This is an optimization exercise on Yosys and OpenROAD, whose aim is small area and a short achievable clock period, not a production implementation.
No run shown here included a check of the RTL's function; only the layout flow was run.

## flow/design.v (module list and top-level ports; edited modules follow where they fit)
// module gte_mac123: 1209 lines
// module mac_fa: 4 lines
// module mac_ha: 4 lines
module gte_mac123 (
   input  wire               clk,
   input  wire               reset,
   input  wire               trigger,
   input  wire signed [31:0] mul1,
   input  wire signed [31:0] mul2,
   input  wire signed [44:0] add,
   input  wire               sub,
   input  wire               swap,
   input  wire               save_shifted,
   input  wire               use_ir,
   input  wire               ir_shift,
   input  wire               ir_shift_flag,
   input  wire               sat_ir,
   input  wire               sat_ir_flag,
   input  wire               use_result,
   output wire signed [31:0] mac_result,
   output reg                mac_writeback,
   output wire signed [15:0] ir_result,
   output reg                ir_writeback,
   output reg  signed [44:0] mac_last,
   output wire signed [31:0] mac_shifted,
   output wire               flag_mac_uf,
   output wire               flag_mac_of,
   output wire               flag_ir
);
  // ...
==> flow/flow/run.sh <==
#!/bin/bash
# The standard layout (the standard.sh with its unchanged synthesis) with two
# changes to how the layout is made: the port buffers are plain buffers
# (sky130_fd_sc_hd__buf_1) instead of the delay cells buffer_ports picks by
# default, and ORFS's timing repair is asked for a setup margin past what the
# clock period needs. The clock and constraints are the design's.
# make's full output goes to make_finish.log in the work folder.
set -euo pipefail
here="$(cd "$(dirname "${BASH_SOURCE[0]}")/.." && pwd)"
cd "$here"
bash ./standard.sh "BUFFER_PORTS_ARGS=-buffer_cell sky130_fd_sc_hd__buf_1" \
  SETUP_SLACK_MARGIN=6.8 finish > make_finish.log 2>&1
==> flow/standard.sh <==
#!/bin/bash
# synth_recipe.tcl (not shown) runs the flow's synth.tcl, then flattens the netlist and writes it again
# the make line also repeats each setting of config.mk as NAME=value (left out here)
make -C /OpenROAD-flow-scripts/flow DESIGN_CONFIG=/design/flow/config.mk WORK_HOME=/design/flow/orfs CLKGATE_MAP_FILE= SYNTH_SCRIPT=/design/flow/synth_recipe.tcl "${@:-finish}"
==> flow/config.mk <==
export PLATFORM = sky130hd
export DESIGN_NAME = gte_mac123
export DESIGN_NICKNAME = gte_mac123
export VERILOG_FILES = /design/flow/design.v
export SDC_FILE = /design/flow/constraint.sdc
export NUM_CORES = 4
export LEC_CHECK = 0
export ABC_AREA = 1
export CAP_MARGIN = 20
export CORE_MARGIN = 2
export CORE_UTILIZATION = 40
export SLEW_MARGIN = 20
export SYNTH_HIERARCHICAL = 1
==> flow/constraint.sdc <==
create_clock -name core_clock -period 14.0 [get_ports {clk}]
set_input_delay 2.8000 -clock core_clock [delete_from_list [all_inputs] [get_ports {clk}]]
set_output_delay 2.8000 -clock core_clock [all_outputs]
set_load 0.01 [all_outputs]
==> key figures, run 1 <==
Outcome
  • Status: no timing/DRC/antenna violations

Logic synthesis
  • Top-area cell type share of the netlist area: 29.9%
  • Post-Syn Area: approximately 27000 µm²
  • XOR/XNOR Fraction of Synth Area: between 10% and 20%
  • Largest family of logic cells by synthesized area: adder cells
  • Largest area contributor in the netlist: fa_1
  • Commonest cells in the netlist: xor2_1, fa_1, o22ai_1

Global routing
  • Largest net degree at the start of global routing: 77
  • Initial antenna violation count: 2
  • Vias in the first global route: 22549
  • Met3 usage: 6.96%

Routing
  • Final ANT Viol Nets: 0
  • DRT met1 WL: 38800 µm
  • Router iterations before antenna repair: 7
  • Total wire length: 93400 µm
  • Residual DRC count: 0

Cells and area
  • Largest register FFs: between 40 and 50
  • Layout Cells excl Fill: 4026
  • Final clock-cell share: 2.10%
  • ANT cells: 1

Critical path
  • Worst stage delay on the critical path: 0.56 ns
  • Required @ worst endpoint: 14.36 ns
  • Worst Setup End Kind: flop
  • Cell Chain, Critical Path: clkbuf_2, buf_4, inv_1, nand2_1, nand2_1, clkinvlp_4, o22ai_1, fa_1, fa_1, fa_1, fa_1, fa_1, fa_1

Clocking
  • Post-CTS Setup Bufs: 0
  • Worst skew pair latency: 0.49 ns

Min path
  • Hold Crit Start: mac_last[8]
  • Hold Path End: mac_last[8]

Placed design
  • Port buffer count: 250
  • Placement Cell Area: 28300 µm²
  • DP HPWL: 74100 µm
  • Pre-CTS setup slack: 6.14 ns

Floorplanning
  • Die W: 262 µm
  • Full die area: a little under 70000 µm²

STA
  • Max_slew headroom: 27.5%
  • Setup TNS: 0 ns
==> run 2: changes to the inputs <==
--- a/flow/design.v
+++ b/flow/design.v
@@ -27,34 +27,34 @@
    wire [33:0] ybits = {mul2, 1'b0};
    wire [32:0] x = {mul1[31], mul1};
    wire [15:0] bone, btwo, bneg;
    genvar gj;
    generate for (gj = 0; gj < 16; gj = gj + 1) begin : benc
       wire y0 = ybits[2*gj], y1 = ybits[2*gj+1], y2 = ybits[2*gj+2];
       assign bone[gj] = y0 ^ y1;
       assign btwo[gj] = (y2 & ~y1 & ~y0) | (~y2 & y1 & y0);
-      assign bneg[gj] = y2 & ~(y1 & y0);    
+      assign bneg[gj] = y2;
    end endgenerate
-   wire [32:0] pp0 = ({33{bone[0]}} & (x ^ {33{bneg[0]}})) | ({33{btwo[0]}} & ({x[31:0], 1'b0} ^ {33{bneg[0]}}));
-   wire [32:0] pp1 = ({33{bone[1]}} & (x ^ {33{bneg[1]}})) | ({33{btwo[1]}} & ({x[31:0], 1'b0} ^ {33{bneg[1]}}));
-   wire [32:0] pp2 = ({33{bone[2]}} & (x ^ {33{bneg[2]}})) | ({33{btwo[2]}} & ({x[31:0], 1'b0} ^ {33{bneg[2]}}));
-   wire [32:0] pp3 = ({33{bone[3]}} & (x ^ {33{bneg[3]}})) | ({33{btwo[3]}} & ({x[31:0], 1'b0} ^ {33{bneg[3]}}));
-   wire [32:0] pp4 = ({33{bone[4]}} & (x ^ {33{bneg[4]}})) | ({33{btwo[4]}} & ({x[31:0], 1'b0} ^ {33{bneg[4]}}));
-   wire [32:0] pp5 = ({33{bone[5]}} & (x ^ {33{bneg[5]}})) | ({33{btwo[5]}} & ({x[31:0], 1'b0} ^ {33{bneg[5]}}));
-   wire [32:0] pp6 = ({33{bone[6]}} & (x ^ {33{bneg[6]}})) | ({33{btwo[6]}} & ({x[31:0], 1'b0} ^ {33{bneg[6]}}));
-   wire [32:0] pp7 = ({33{bone[7]}} & (x ^ {33{bneg[7]}})) | ({33{btwo[7]}} & ({x[31:0], 1'b0} ^ {33{bneg[7]}}));
-   wire [32:0] pp8 = ({33{bone[8]}} & (x ^ {33{bneg[8]}})) | ({33{btwo[8]}} & ({x[31:0], 1'b0} ^ {33{bneg[8]}}));
-   wire [32:0] pp9 = ({33{bone[9]}} & (x ^ {33{bneg[9]}})) | ({33{btwo[9]}} & ({x[31:0], 1'b0} ^ {33{bneg[9]}}));
-   wire [32:0] pp10 = ({33{bone[10]}} & (x ^ {33{bneg[10]}})) | ({33{btwo[10]}} & ({x[31:0], 1'b0} ^ {33{bneg[10]}}));
-   wire [32:0] pp11 = ({33{bone[11]}} & (x ^ {33{bneg[11]}})) | ({33{btwo[11]}} & ({x[31:0], 1'b0} ^ {33{bneg[11]}}));
-   wire [32:0] pp12 = ({33{bone[12]}} & (x ^ {33{bneg[12]}})) | ({33{btwo[12]}} & ({x[31:0], 1'b0} ^ {33{bneg[12]}}));
-   wire [32:0] pp13 = ({33{bone[13]}} & (x ^ {33{bneg[13]}})) | ({33{btwo[13]}} & ({x[31:0], 1'b0} ^ {33{bneg[13]}}));
-   wire [32:0] pp14 = ({33{bone[14]}} & (x ^ {33{bneg[14]}})) | ({33{btwo[14]}} & ({x[31:0], 1'b0} ^ {33{bneg[14]}}));
-   wire [32:0] pp15 = ({33{bone[15]}} & (x ^ {33{bneg[15]}})) | ({33{btwo[15]}} & ({x[31:0], 1'b0} ^ {33{bneg[15]}}));
+   wire [32:0] pp0 = (({33{bone[0]}} & x) | ({33{btwo[0]}} & {x[31:0], 1'b0})) ^ {33{bneg[0]}};
+   wire [32:0] pp1 = (({33{bone[1]}} & x) | ({33{btwo[1]}} & {x[31:0], 1'b0})) ^ {33{bneg[1]}};
+   wire [32:0] pp2 = (({33{bone[2]}} & x) | ({33{btwo[2]}} & {x[31:0], 1'b0})) ^ {33{bneg[2]}};
+   wire [32:0] pp3 = (({33{bone[3]}} & x) | ({33{btwo[3]}} & {x[31:0], 1'b0})) ^ {33{bneg[3]}};
+   wire [32:0] pp4 = (({33{bone[4]}} & x) | ({33{btwo[4]}} & {x[31:0], 1'b0})) ^ {33{bneg[4]}};
+   wire [32:0] pp5 = (({33{bone[5]}} & x) | ({33{btwo[5]}} & {x[31:0], 1'b0})) ^ {33{bneg[5]}};
+   wire [32:0] pp6 = (({33{bone[6]}} & x) | ({33{btwo[6]}} & {x[31:0], 1'b0})) ^ {33{bneg[6]}};
+   wire [32:0] pp7 = (({33{bone[7]}} & x) | ({33{btwo[7]}} & {x[31:0], 1'b0})) ^ {33{bneg[7]}};
+   wire [32:0] pp8 = (({33{bone[8]}} & x) | ({33{btwo[8]}} & {x[31:0], 1'b0})) ^ {33{bneg[8]}};
+   wire [32:0] pp9 = (({33{bone[9]}} & x) | ({33{btwo[9]}} & {x[31:0], 1'b0})) ^ {33{bneg[9]}};
+   wire [32:0] pp10 = (({33{bone[10]}} & x) | ({33{btwo[10]}} & {x[31:0], 1'b0})) ^ {33{bneg[10]}};
+   wire [32:0] pp11 = (({33{bone[11]}} & x) | ({33{btwo[11]}} & {x[31:0], 1'b0})) ^ {33{bneg[11]}};
+   wire [32:0] pp12 = (({33{bone[12]}} & x) | ({33{btwo[12]}} & {x[31:0], 1'b0})) ^ {33{bneg[12]}};
+   wire [32:0] pp13 = (({33{bone[13]}} & x) | ({33{btwo[13]}} & {x[31:0], 1'b0})) ^ {33{bneg[13]}};
+   wire [32:0] pp14 = (({33{bone[14]}} & x) | ({33{btwo[14]}} & {x[31:0], 1'b0})) ^ {33{bneg[14]}};
+   wire [32:0] pp15 = (({33{bone[15]}} & x) | ({33{btwo[15]}} & {x[31:0], 1'b0})) ^ {33{bneg[15]}};
    wire hs0, hc0;
    mac_ha u_ha0 (.a(bneg[12]), .b(pp0[24]), .s(hs0), .co(hc0));
    wire hs1, hc1;
    mac_ha u_ha1 (.a(pp0[25]), .b(pp1[23]), .s(hs1), .co(hc1));
    wire fs2, fc2;
    mac_fa u_fa2 (.a(bneg[13]), .b(pp0[26]), .c(pp1[24]), .s(fs2), .co(fc2));
    wire hs3, hc3;
    mac_ha u_ha3 (.a(pp2[22]), .b(pp3[20]), .s(hs3), .co(hc3));
@@ -828,29 +828,112 @@
    mac_fa u_fa387 (.a(fs303), .b(fc344), .c(fs345), .s(fs387), .co(fc387));
    wire fs388, fc388;
    mac_fa u_fa388 (.a(fc303), .b(fs346), .c(fc345), .s(fs388), .co(fc388));
    wire fs389, fc389;
    mac_fa u_fa389 (.a(fs307), .b(fc346), .c(fs347), .s(fs389), .co(fc389));
    wire [43:0] ps = {fs389, fc387, fc386, fc385, fc384, fc383, fc382, fc381, fc380, fc379, fc378, fc377, fc376, fc375, fc374, fc373, fc372, fc371, fc370, fc369, fc368, fc367, fc366, fc365, fc364, fc363, fc362, fc361, fc360, fc359, fc358, fc357, fc356, fc355, fc354, fc353, fc352, fc351, fc350, hc349, hc348, pp1[0], pp0[1], bneg[0]};
    wire [43:0] pc = {fc388, fs388, fs387, fs386, fs385, fs384, fs383, fs382, fs381, fs380, fs379, fs378, fs377, fs376, fs375, fs374, fs373, fs372, fs371, fs370, fs369, fs368, fs367, fs366, fs365, fs364, fs363, fs362, fs361, fs360, fs359, fs358, fs357, fs356, fs355, fs354, fs353, fs352, fs351, fs350, hs349, hs348, 1'b0, pp0[0]};
    wire psign = (mul1[31] ^ mul2[31]) & (|mul1) & (|mul2);
-   reg  [43:0] ps_r, pc_r;      
-   reg  [43:0] a_r;             
+   wire [43:0] pg = ps & pc;
+   wire [43:0] pp_ = ps | pc;
+   wire pb0_g0_0 = pg[1] | (pp_[1] & pg[0]);
+   wire pb0_p0_0 = pp_[1] & pp_[0];
+   wire pb0_g0_2 = pg[3] | (pp_[3] & pg[2]);
+   wire pb0_p0_2 = pp_[3] & pp_[2];
+   wire pb0_g0_4 = pg[5] | (pp_[5] & pg[4]);
+   wire pb0_p0_4 = pp_[5] & pp_[4];
+   wire pb0_g1_0 = pb0_g0_2 | (pb0_p0_2 & pb0_g0_0);
+   wire pb0_p1_0 = pb0_p0_2 & pb0_p0_0;
+   wire pb0_g2_0 = pb0_g0_4 | (pb0_p0_4 & pb0_g1_0);
+   wire pb0_p2_0 = pb0_p0_4 & pb0_p1_0;
+   wire pb1_g0_0 = pg[7] | (pp_[7] & pg[6]);
+   wire pb1_p0_0 = pp_[7] & pp_[6];
+   wire pb1_g0_2 = pg[9] | (pp_[9] & pg[8]);
+   wire pb1_p0_2 = pp_[9] & pp_[8];
+   wire pb1_g0_4 = pg[11] | (pp_[11] & pg[10]);
+   wire pb1_p0_4 = pp_[11] & pp_[10];
+   wire pb1_g1_0 = pb1_g0_2 | (pb1_p0_2 & pb1_g0_0);
+   wire pb1_p1_0 = pb1_p0_2 & pb1_p0_0;
+   wire pb1_g2_0 = pb1_g0_4 | (pb1_p0_4 & pb1_g1_0);
+   wire pb1_p2_0 = pb1_p0_4 & pb1_p1_0;
+   wire pb2_g0_0 = pg[13] | (pp_[13] & pg[12]);
+   wire pb2_p0_0 = pp_[13] & pp_[12];
+   wire pb2_g0_2 = pg[15] | (pp_[15] & pg[14]);
+   wire pb2_p0_2 = pp_[15] & pp_[14];
+   wire pb2_g0_4 = pg[17] | (pp_[17] & pg[16]);
+   wire pb2_p0_4 = pp_[17] & pp_[16];
+   wire pb2_g1_0 = pb2_g0_2 | (pb2_p0_2 & pb2_g0_0);
+   wire pb2_p1_0 = pb2_p0_2 & pb2_p0_0;
+   wire pb2_g2_0 = pb2_g0_4 | (pb2_p0_4 & pb2_g1_0);
+   wire pb2_p2_0 = pb2_p0_4 & pb2_p1_0;
+   wire pb3_g0_0 = pg[19] | (pp_[19] & pg[18]);
+   wire pb3_p0_0 = pp_[19] & pp_[18];
+   wire pb3_g0_2 = pg[21] | (pp_[21] & pg[20]);
+   wire pb3_p0_2 = pp_[21] & pp_[20];
+   wire pb3_g0_4 = pg[23] | (pp_[23] & pg[22]);
+   wire pb3_p0_4 = pp_[23] & pp_[22];
+   wire pb3_g1_0 = pb3_g0_2 | (pb3_p0_2 & pb3_g0_0);
+   wire pb3_p1_0 = pb3_p0_2 & pb3_p0_0;
+   wire pb3_g2_0 = pb3_g0_4 | (pb3_p0_4 & pb3_g1_0);
+   wire pb3_p2_0 = pb3_p0_4 & pb3_p1_0;
+   wire pb4_g0_0 = pg[25] | (pp_[25] & pg[24]);
+   wire pb4_p0_0 = pp_[25] & pp_[24];
+   wire pb4_g0_2 = pg[27] | (pp_[27] & pg[26]);
+   wire pb4_p0_2 = pp_[27] & pp_[26];
+   wire pb4_g0_4 = pg[29] | (pp_[29] & pg[28]);
+   wire pb4_p0_4 = pp_[29] & pp_[28];
+   wire pb4_g1_0 = pb4_g0_2 | (pb4_p0_2 & pb4_g0_0);
+   wire pb4_p1_0 = pb4_p0_2 & pb4_p0_0;
+   wire pb4_g2_0 = pb4_g0_4 | (pb4_p0_4 & pb4_g1_0);
+   wire pb4_p2_0 = pb4_p0_4 & pb4_p1_0;
+   wire pb5_g0_0 = pg[31] | (pp_[31] & pg[30]);
+   wire pb5_p0_0 = pp_[31] & pp_[30];
+   wire pb5_g0_2 = pg[33] | (pp_[33] & pg[32]);
+   wire pb5_p0_2 = pp_[33] & pp_[32];
+   wire pb5_g0_4 = pg[35] | (pp_[35] & pg[34]);
+   wire pb5_p0_4 = pp_[35] & pp_[34];
+   wire pb5_g1_0 = pb5_g0_2 | (pb5_p0_2 & pb5_g0_0);
+   wire pb5_p1_0 = pb5_p0_2 & pb5_p0_0;
+   wire pb5_g2_0 = pb5_g0_4 | (pb5_p0_4 & pb5_g1_0);
+   wire pb5_p2_0 = pb5_p0_4 & pb5_p1_0;
+   wire pb6_g0_0 = pg[37] | (pp_[37] & pg[36]);
+   wire pb6_p0_0 = pp_[37] & pp_[36];
+   wire pb6_g0_2 = pg[39] | (pp_[39] & pg[38]);
+   wire pb6_p0_2 = pp_[39] & pp_[38];
+   wire pb6_g0_4 = pg[41] | (pp_[41] & pg[40]);
+   wire pb6_p0_4 = pp_[41] & pp_[40];
+   wire pb6_g1_0 = pb6_g0_2 | (pb6_p0_2 & pb6_g0_0);
+   wire pb6_p1_0 = pb6_p0_2 & pb6_p0_0;
+   wire pb6_g2_0 = pb6_g0_4 | (pb6_p0_4 & pb6_g1_0);
+   wire pb6_p2_0 = pb6_p0_4 & pb6_p1_0;
+   wire pb7_g0_0 = pg[43] | (pp_[43] & pg[42]);
+   wire pb7_p0_0 = pp_[43] & pp_[42];
+   wire [7:0] bg = {pb7_g0_0, pb6_g2_0, pb5_g2_0, pb4_g2_0, pb3_g2_0, pb2_g2_0, pb1_g2_0, pb0_g2_0};
+   wire [7:0] bp = {pb7_p0_0, pb6_p2_0, pb5_p2_0, pb4_p2_0, pb3_p2_0, pb2_p2_0, pb1_p2_0, pb0_p2_0};
+   reg  [43:0] s3_r;            
+   reg  [43:0] c3_r;            
+   reg  [7:0] bg_r, bp_r;      
    reg         z44_r;           
    reg         cin_r;           
    reg         inv_r;           
    reg         save_shifted_r, IRshift_1, IRshiftFlag_1, satIR_1, satIRFlag_1;
    wire [44:0] R;
    wire [44:0] last_next = mac_writeback ? R : mac_last;
    wire [44:0] addVal = use_result ? {last_next[43], last_next[43:0]} : add;
+   wire [43:0] a_in = addVal[43:0] ^ {44{sub}};
+   wire [43:0] s3, c3;
+   generate for (gj = 0; gj < 44; gj = gj + 1) begin : csa
+      mac_fa u_fa (.a(a_in[gj]), .b(ps[gj]), .c(pc[gj]), .s(s3[gj]), .co(c3[gj]));
+   end endgenerate
    always @(posedge clk) begin
-      ps_r           <= ps;
-      pc_r           <= pc;
-      a_r            <= addVal[43:0] ^ {44{sub}};
+      s3_r           <= s3;
+      c3_r           <= c3;
+      bg_r           <= bg;
+      bp_r           <= bp;
       z44_r          <= addVal[44] ^ sub ^ psign ^ (sub & ~swap);
       cin_r          <= sub & swap;
       inv_r          <= sub & ~swap;
       save_shifted_r <= save_shifted;
       IRshift_1      <= ir_shift;
       IRshiftFlag_1  <= ir_shift_flag;
       satIR_1        <= sat_ir;
       satIRFlag_1    <= sat_ir_flag;
@@ -858,26 +941,21 @@
       if (reset) begin
          mac_writeback <= 1'b0;
          ir_writeback  <= 1'b0;
       end else begin
          mac_writeback <= trigger;
          ir_writeback  <= trigger & use_ir;
       end
    end
-   wire [43:0] s3, c3;
-   generate for (gj = 0; gj < 44; gj = gj + 1) begin : csa
-      mac_fa u_fa (.a(a_r[gj]), .b(ps_r[gj]), .c(pc_r[gj]), .s(s3[gj]), .co(c3[gj]));
-   end endgenerate
-   wire [43:0] vb = {c3[42:0], cin_r};
-   wire [43:0] vg, vh;
-   generate for (gj = 0; gj < 44; gj = gj + 1) begin : cpa_in
-      mac_ha u_ha (.a(s3[gj]), .b(vb[gj]), .s(vh[gj]), .co(vg[gj]));
-   end endgenerate
-   wire [43:0] vp = s3 | vb;
+   wire [43:0] s3o = s3_r;
+   wire [43:0] vb = {c3_r[42:0], cin_r};
+   wire [43:0] vg = s3o & vb;
+   wire [43:0] vp = s3o | vb;
+   wire [43:0] vh = s3o ^ vb;
    wire va_g0_1 = vg[1] | (vp[1] & vg[0]);
    wire va_p0_1 = vp[1] & vp[0];
    wire va_g0_3 = vg[3] | (vp[3] & vg[2]);
    wire va_p0_3 = vp[3] & vp[2];
    wire va_g0_5 = vg[5] | (vp[5] & vg[4]);
    wire va_p0_5 = vp[5] & vp[4];
    wire va_g0_7 = vg[7] | (vp[7] & vg[6]);
    wire va_p0_7 = vp[7] & vp[6];
@@ -1092,108 +1170,20 @@
    wire va_g5_40 = va_g3_40 | (va_p3_40 & va_g4_31);
    wire va_p5_40 = va_p3_40 & va_p4_31;
    wire va_g5_41 = va_g3_41 | (va_p3_41 & va_g4_31);
    wire va_p5_41 = va_p3_41 & va_p4_31;
    wire va_g5_42 = va_g3_42 | (va_p3_42 & va_g4_31);
    wire va_p5_42 = va_p3_42 & va_p4_31;
    wire va_g5_43 = va_g3_43 | (va_p3_43 & va_g4_31);
    wire va_p5_43 = va_p3_43 & va_p4_31;
-   wire pcy_g0_0 = pg[1] | (pp_[1] & pg[0]);
-   wire pcy_p0_0 = pp_[1] & pp_[0];
-   wire pcy_g0_2 = pg[3] | (pp_[3] & pg[2]);
-   wire pcy_p0_2 = pp_[3] & pp_[2];
-   wire pcy_g0_4 = pg[5] | (pp_[5] & pg[4]);
-   wire pcy_p0_4 = pp_[5] & pp_[4];
-   wire pcy_g0_6 = pg[7] | (pp_[7] & pg[6]);
-   wire pcy_p0_6 = pp_[7] & pp_[6];
-   wire pcy_g0_8 = pg[9] | (pp_[9] & pg[8]);
-   wire pcy_p0_8 = pp_[9] & pp_[8];
-   wire pcy_g0_10 = pg[11] | (pp_[11] & pg[10]);
-   wire pcy_p0_10 = pp_[11] & pp_[10];
-   wire pcy_g0_12 = pg[13] | (pp_[13] & pg[12]);
-   wire pcy_p0_12 = pp_[13] & pp_[12];
-   wire pcy_g0_14 = pg[15] | (pp_[15] & pg[14]);
-   wire pcy_p0_14 = pp_[15] & pp_[14];
-   wire pcy_g0_16 = pg[17] | (pp_[17] & pg[16]);
-   wire pcy_p0_16 = pp_[17] & pp_[16];
-   wire pcy_g0_18 = pg[19] | (pp_[19] & pg[18]);
-   wire pcy_p0_18 = pp_[19] & pp_[18];
-   wire pcy_g0_20 = pg[21] | (pp_[21] & pg[20]);
-   wire pcy_p0_20 = pp_[21] & pp_[20];
-   wire pcy_g0_22 = pg[23] | (pp_[23] & pg[22]);
-   wire pcy_p0_22 = pp_[23] & pp_[22];
-   wire pcy_g0_24 = pg[25] | (pp_[25] & pg[24]);
-   wire pcy_p0_24 = pp_[25] & pp_[24];
-   wire pcy_g0_26 = pg[27] | (pp_[27] & pg[26]);
-   wire pcy_p0_26 = pp_[27] & pp_[26];
-   wire pcy_g0_28 = pg[29] | (pp_[29] & pg[28]);
-   wire pcy_p0_28 = pp_[29] & pp_[28];
-   wire pcy_g0_30 = pg[31] | (pp_[31] & pg[30]);
-   wire pcy_p0_30 = pp_[31] & pp_[30];
-   wire pcy_g0_32 = pg[33] | (pp_[33] & pg[32]);
-   wire pcy_p0_32 = pp_[33] & pp_[32];
-   wire pcy_g0_34 = pg[35] | (pp_[35] & pg[34]);
-   wire pcy_p0_34 = pp_[35] & pp_[34];
-   wire pcy_g0_36 = pg[37] | (pp_[37] & pg[36]);
-   wire pcy_p0_36 = pp_[37] & pp_[36];
-   wire pcy_g0_38 = pg[39] | (pp_[39] & pg[38]);
-   wire pcy_p0_38 = pp_[39] & pp_[38];
-   wire pcy_g0_40 = pg[41] | (pp_[41] & pg[40]);
-   wire pcy_p0_40 = pp_[41] & pp_[40];
-   wire pcy_g0_42 = pg[43] | (pp_[43] & pg[42]);
-   wire pcy_p0_42 = pp_[43] & pp_[42];
-   wire pcy_g1_0 = pcy_g0_2 | (pcy_p0_2 & pcy_g0_0);
-   wire pcy_p1_0 = pcy_p0_2 & pcy_p0_0;
-   wire pcy_g1_2 = pcy_g0_6 | (pcy_p0_6 & pcy_g0_4);
-   wire pcy_p1_2 = pcy_p0_6 & pcy_p0_4;
-   wire pcy_g1_4 = pcy_g0_10 | (pcy_p0_10 & pcy_g0_8);
-   wire pcy_p1_4 = pcy_p0_10 & pcy_p0_8;
-   wire pcy_g1_6 = pcy_g0_14 | (pcy_p0_14 & pcy_g0_12);
-   wire pcy_p1_6 = pcy_p0_14 & pcy_p0_12;
-   wire pcy_g1_8 = pcy_g0_18 | (pcy_p0_18 & pcy_g0_16);
-   wire pcy_p1_8 = pcy_p0_18 & pcy_p0_16;
-   wire pcy_g1_10 = pcy_g0_22 | (pcy_p0_22 & pcy_g0_20);
-   wire pcy_p1_10 = pcy_p0_22 & pcy_p0_20;
-   wire pcy_g1_12 = pcy_g0_26 | (pcy_p0_26 & pcy_g0_24);
-   wire pcy_p1_12 = pcy_p0_26 & pcy_p0_24;
-   wire pcy_g1_14 = pcy_g0_30 | (pcy_p0_30 & pcy_g0_28);
-   wire pcy_p1_14 = pcy_p0_30 & pcy_p0_28;
-   wire pcy_g1_16 = pcy_g0_34 | (pcy_p0_34 & pcy_g0_32);
-   wire pcy_p1_16 = pcy_p0_34 & pcy_p0_32;
-   wire pcy_g1_18 = pcy_g0_38 | (pcy_p0_38 & pcy_g0_36);
-   wire pcy_p1_18 = pcy_p0_38 & pcy_p0_36;
-   wire pcy_g1_20 = pcy_g0_42 | (pcy_p0_42 & pcy_g0_40);
-   wire pcy_p1_20 = pcy_p0_42 & pcy_p0_40;
-   wire pcy_g2_0 = pcy_g1_2 | (pcy_p1_2 & pcy_g1_0);
-   wire pcy_p2_0 = pcy_p1_2 & pcy_p1_0;
-   wire pcy_g2_2 = pcy_g1_6 | (pcy_p1_6 & pcy_g1_4);
-   wire pcy_p2_2 = pcy_p1_6 & pcy_p1_4;
-   wire pcy_g2_4 = pcy_g1_10 | (pcy_p1_10 & pcy_g1_8);
-   wire pcy_p2_4 = pcy_p1_10 & pcy_p1_8;
-   wire pcy_g2_6 = pcy_g1_14 | (pcy_p1_14 & pcy_g1_12);
-   wire pcy_p2_6 = pcy_p1_14 & pcy_p1_12;
-   wire pcy_g2_8 = pcy_g1_18 | (pcy_p1_18 & pcy_g1_16);
-   wire pcy_p2_8 = pcy_p1_18 & pcy_p1_16;
-   wire pcy_g3_0 = pcy_g2_2 | (pcy_p2_2 & pcy_g2_0);
-   wire pcy_p3_0 = pcy_p2_2 & pcy_p2_0;
-   wire pcy_g3_2 = pcy_g2_6 | (pcy_p2_6 & pcy_g2_4);
-   wire pcy_p3_2 = pcy_p2_6 & pcy_p2_4;
-   wire pcy_g3_4 = pcy_g1_20 | (pcy_p1_20 & pcy_g2_8);
-   wire pcy_p3_4 = pcy_p1_20 & pcy_p2_8;
-   wire pcy_g4_0 = pcy_g3_2 | (pcy_p3_2 & pcy_g3_0);
-   wire pcy_p4_0 = pcy_p3_2 & pcy_p3_0;
-   wire pcy_g5_0 = pcy_g3_4 | (pcy_p3_4 & pcy_g4_0);
-   wire pcy_p5_0 = pcy_p3_4 & pcy_p4_0;
    wire [43:0] vcy = {va_g5_43, va_g5_42, va_g5_41, va_g5_40, va_g5_39, va_g5_38, va_g5_37, va_g5_36, va_g5_35, va_g5_34, va_g5_33, va_g5_32, va_g4_31, va_g4_30, va_g4_29, va_g4_28, va_g4_27, va_g4_26, va_g4_25, va_g4_24, va_g4_23, va_g4_22, va_g4_21, va_g4_20, va_g4_19, va_g4_18, va_g4_17, va_g4_16, va_g3_15, va_g3_14, va_g3_13, va_g3_12, va_g3_11, va_g3_10, va_g3_9, va_g3_8, va_g2_7, va_g2_6, va_g2_5, va_g2_4, va_g1_3, va_g1_2, va_g0_1, vg[0]};              
    wire [43:0] vci = {vcy[42:0], 1'b0};       
-   wire [43:0] pg = ps_r & pc_r;
-   wire [43:0] pp_ = ps_r | pc_r;
-   wire        pcarry = pcy_g5_0;
-   wire        T44 = c3[43] ^ vcy[43] ^ z44_r ^ pcarry;
+   wire        pcarry = (bg_r[7] | (bp_r[7] & (bg_r[6] | (bp_r[6] & (bg_r[5] | (bp_r[5] & (bg_r[4] | (bp_r[4] & (bg_r[3] | (bp_r[3] & (bg_r[2] | (bp_r[2] & (bg_r[1] | (bp_r[1] & bg_r[0]))))))))))))));
+   wire        T44 = c3_r[43] ^ vcy[43] ^ z44_r ^ pcarry;
    assign R = {T44, (vh ^ {44{inv_r}}) ^ vci};
    assign mac_shifted = R[43:12];
    assign mac_result  = save_shifted_r ? R[43:12] : R[31:0];
    assign flag_mac_uf = mac_writeback & R[44] & ~R[43];
    assign flag_mac_of = mac_writeback & ~R[44] & R[43];
    wire lo_neg = R[31], hi_neg = R[43];
    wire lo_big = ~(&R[31:15]) & (|R[31:15]);
    wire hi_big = ~(&R[43:27]) & (|R[43:27]);
--- a/flow/flow/run.sh
+++ b/flow/flow/run.sh
@@ -4,9 +4,9 @@
 # (sky130_fd_sc_hd__buf_1) instead of the delay cells buffer_ports picks by
 # default, and ORFS's timing repair is asked for a setup margin past what the
 # clock period needs. The clock and constraints are the design's.
 # make's full output goes to make_finish.log in the work folder.
 set -euo pipefail
 here="$(cd "$(dirname "${BASH_SOURCE[0]}")/.." && pwd)"
 cd "$here"
 bash ./standard.sh "BUFFER_PORTS_ARGS=-buffer_cell sky130_fd_sc_hd__buf_1" \
-  SETUP_SLACK_MARGIN=6.8 finish > make_finish.log 2>&1
+  SETUP_SLACK_MARGIN=7.0 finish > make_finish.log 2>&1
==> key figures, run 2 <==
Min path
  • Hold Crit Start: mac_last[25] (was mac_last[8])
  • Min-Delay Path Depth: 2 (unchanged)
  • Hold Path End: mac_last[25] (was mac_last[8])
  • Min-delay worst type: flop to flop (unchanged)

Placed design
  • DP HPWL: 66400 µm (was 74100 µm)
  • Port buffer count: 250 (unchanged)
  • GP Congestion: 0.910 (was 0.961)

Outcome
  • Status: no timing/DRC/antenna violations (unchanged)

Critical path
  • Required @ worst endpoint: 14.38 ns (was 14.36 ns)
  • Reg2Reg Setup Slack: 10.26 ns (was 10.40 ns)
  • Max FO, Critical Path: 7 (was 38)
  • Worst Setup Start Kind: input port (unchanged)
  • Arrival time worst endpoint: 7.56 ns (was 7.38 ns)
  • Crit Path Class: input port to flop (unchanged)
  • Reg-to-reg critical path startpoint: s3_r[10] (was ps_r[0])
  • FF-to-FF End: s3_r[38] (was a_r[13])
  • R2R depth: 17 (was 16)
  • Worst Setup End Kind: flop (unchanged)

Global routing
  • First-pass GRT wire length: 149000 µm (was 140000 µm)
  • Vias in the first global route: 23322 (was 22549)
  • Largest net degree at the start of global routing: 76 (was 77)
  • Initial antenna violation count: 3 (was 2)
  • Total GRT Usage: 29.4% (was 27.2%)
  • Total grt overflow: 0 (unchanged)

Routing
  • Via Count: 24324 (was 22947)
  • DR vias/cell: 5.84 (was 5.70)
  • Final ANT Viol Nets: 0 (unchanged)
  • Total wire length: 105000 µm (was 93400 µm)
  • Residual DRC count: 0 (unchanged)
  • Drt wl/cell: 25.2 µm (was 23.2 µm)
  • Drt initial violations: 3415 (was 2529)
  • Router iterations before antenna repair: 9 (was 7)

Floorplanning
  • Full die area: 68000 µm² (was 68700 µm²)
  • Num rows: 94 (unchanged)
  • Core area: 65500 µm² (was 65900 µm²)
  • Die Span Y: 261 µm (was 262 µm)
  • Initial core utilization: 40.2% (was 40.5%)
  • I/O pin total: 251 (unchanged)
  • Die W: 261 µm (was 262 µm)

Logic synthesis
  • Post-synth EDFFs: 1 (unchanged)
  • Count leader, synth: xor2_1 (unchanged)
  • Top-area cell type share of the netlist area: 30.2% (was 29.9%)
  • Syn avg cell area: 8.72 µm² (was 8.87 µm²)
  • Yosys reg bits: 158 (was 186)
  • Synth warn: 7 (unchanged)
  • Yosys cell types: 57 (was 54)
  • Largest area contributor in the netlist: fa_1 (unchanged)
  • Main synth FF type: dfxtp_1 (unchanged)
  • Syn Inst Count: 3024 (was 3004)
  • Sequential share of the synthesized area: 12.0% (was 14.0%)
  • Commonest cells in the netlist: xor2_1, o22ai_1, fa_1 (was xor2_1, fa_1, o22ai_1)
  • Top post-synthesis cells by area: fa_1, xor2_1, dfxtp_1 (was fa_1, dfxtp_1, xor2_1)
  • Post-Syn Area: 26400 µm² (was 26600 µm²)
  • FFs w/ async S/R, synth: 0% (unchanged)

Cells and area
  • Fin nets: 3928 (was 3762)
  • Largest register FFs: 45 (unchanged)
  • Biggest regs: mac_last (45), c3_r (44), s3_r (44) (was mac_last (45), a_r (44), ps_r (44))
  • Leading cell types in the layout, fill and taps excluded: xor2_1, o22ai_1, fa_1, nand2_1, inv_1 (was xor2_1, o22ai_1, fa_1, nand2_1, buf_1)
  • Fillers: 6151 (was 6572)
  • Layout cell share with drive strength beyond 1: 17.3% (was 8.48%)
  • Area of the multi-input gates: 22100 µm² (was 21600 µm²)
  • Layout area overhead: 21.8% (was 9.58%)
  • Most common cell after layout, fill and taps aside: xor2_1 (unchanged)
  • Largest Register: mac_last (unchanged)
  • Register area: 3170 µm² (was 3750 µm²)

Clocking
  • Root buffer cell: clkbuf_16 (unchanged)
  • CTS sink count: 158 (was 186)
  • TritonCTS clock tree: built (unchanged)
  • H-tree depth: 4 (unchanged)
  • Hold_buf cts: 0 (unchanged)
  • Clock Path Buffers: 2 (unchanged)
  • CTS clk-pin slew, worst paths: 0.07 ns (was 0.08 ns)
  • Total CTS buffers: 17 (unchanged)
  • Worst skew pair latency: 0.45 ns (was 0.49 ns)

STA
  • Least-Margin Pin Slew: 0.937 ns (was 1.09 ns)
  • # setup viols final: 0 (unchanged)
  • Slew Limit Fails: 0 (unchanged)
  • Max_slew headroom: 37.5% (was 27.5%)
  • Max Clock Freq: 0.139 GHz (was 0.142 GHz)
  • Clock Skews: 0.0180 ns (was 0.0188 ns)
  • Final min period: 7.18 ns (was 7.02 ns)
  • RSZ-0062 raised after global routing: true (unchanged)
  • Period utilization: 51.3% (was 50.1%)
  • Fin. Hold Viols: 0 (unchanged)
  • Setup TNS: 0 ns (unchanged)

Job
  • Max-cap violations: 0 (unchanged)
-- run 2: kinds of logic after synthesis --
group           after synthesis  share of synthesized area, %
mux                          31                          1.18
xor+xnor                    537                          18.1
flops                       158                          12.0
buf+inv                     541                          7.89
other cells                   2                        0.0285
fa+ha+maj                   522                          36.1
simple gates                590                          9.81
compound gates              643                          14.9
-- run 2: stage by stage --
| step | util [%] | std cells | hold WS (ns) | worst slack [ns] | instance area (µm²) |
|---|---|---|---|---|---|
| after floorplan | - | 3030 | 0.498 | 6.82 | 26900 |
| after global placement | 43.1 | 3964 | 0.463 | 5.54 | 28200 |
| after detailed placement | 43.1 | 3964 | 0.465 | 5.51 | 28200 |
| after CTS | 46.8 | 4074 | 0.483 | 6.94 | 30700 |
| after global routing | 49.0 | 4163 | 0.492 | 6.74 | 32100 |
| final | 49.0 | 4163 | 0.484 | 6.82 | 32100 |
-- run 2: worst max-delay path by stage --
stage / from / end / slack (ns) / cells past startpoint
floorplan: mul2[23] / bg_r[6] / 6.82 / 15
global placement: mul2[23] / bg_r[5] / 5.54 / 16
CTS: mul1[22] / bg_r[5] / 6.94 / 15
detailed placement: mul2[23] / bg_r[5] / 5.51 / 16
global route: mul2[5] / bg_r[5] / 6.74 / 19
finish: mul2[7] / s3_r[32] / 6.82 / 17
-- run 2: Yosys stat by module, one instance, submodules excluded --
module / times used / cells inside / flops+latches / area [µm²]
mac_ha: 36 / 1 / 0 / 12.5
mac_fa: 398 / 1 / 0 / 20.0
gte_mac123: 1 / 2590 / 158 / 17900
-- run 2: critical path, cell delays in order --
cell,delay (ns)
buf_6,0.11
buf_12,0.13
nand2_4,0.06
inv_1,0.05
nor2_2,0.10
inv_2,0.12
buf_12,0.17
o22ai_2,0.17
xor2_1,0.25
fa_1,0.49
fa_1,0.49
fa_1,0.52
fa_2,0.39
fa_1,0.54
fa_2,0.46
buf_6,0.13
fa_2,0.54
-- run 2: timing repair --
item	4_1_cts	5_1_grt
buffers inserted	53	75
cloned	25	13
setup endpoints to repair	60	52
pin swaps	26	60
resized for setup	163	145
-- run 2: cell type report --
class                      count  area share (%)
multi-input combinational   2335            68.9
timing repair buffer         468            12.1
sequential                   158            9.89
inverter                     301            3.69
tap                          864            3.37
clock buffer                  19            1.45
clock inverter                13           0.507
timing repair inverter         4          0.0935
antenna                        1         0.00780
-- run 2: routing by layer --
| layer | track usage, % | vias to the layer above | routed length [µm] |
|---|---|---|---|
| li1 | - | 10444 | - |
| met1 | 38.8 | 11621 | 41300 |
| met2 | 44.9 | 1816 | 44900 |
| met3 | 7.21 | 435 | 12400 |
| met4 | 14.1 | 8 | 6270 |
| met5 | 0 | - | 188 |

## separate check: timing with driven ports
The results above use ideal ports. As a check the final layouts listed here were re-extracted and re-timed, cells and wires unchanged.
Step 1 assumes that a clkbuf_16 drives the clock port and a buf_2 every other input.
Step 2 adds t to the input delays and takes it off the output delays; t is the mean of the earliest and latest rising clock arrival at the registers after step 1. Input paths then give back, and output paths get back, about the clock's delay inside the block.
a / b / c = ideal / step 1 / step 2; a / b = the first two.
| run | t, ns | setup slack, ns | worst slew at a driven data input, ns |
|---|---|---|---|
| run 1 | 0.532 | 6.982 / 6.960 / 6.473 | 0.10 |
| run 2 | 0.491 | 6.822 / 6.829 / 6.337 | 0.16 |
After both steps every run listed still meets setup and hold. For run 1, which loses most, drivers alone change the setup slack by -0.022 ns; drivers and shift together by -0.509 ns.
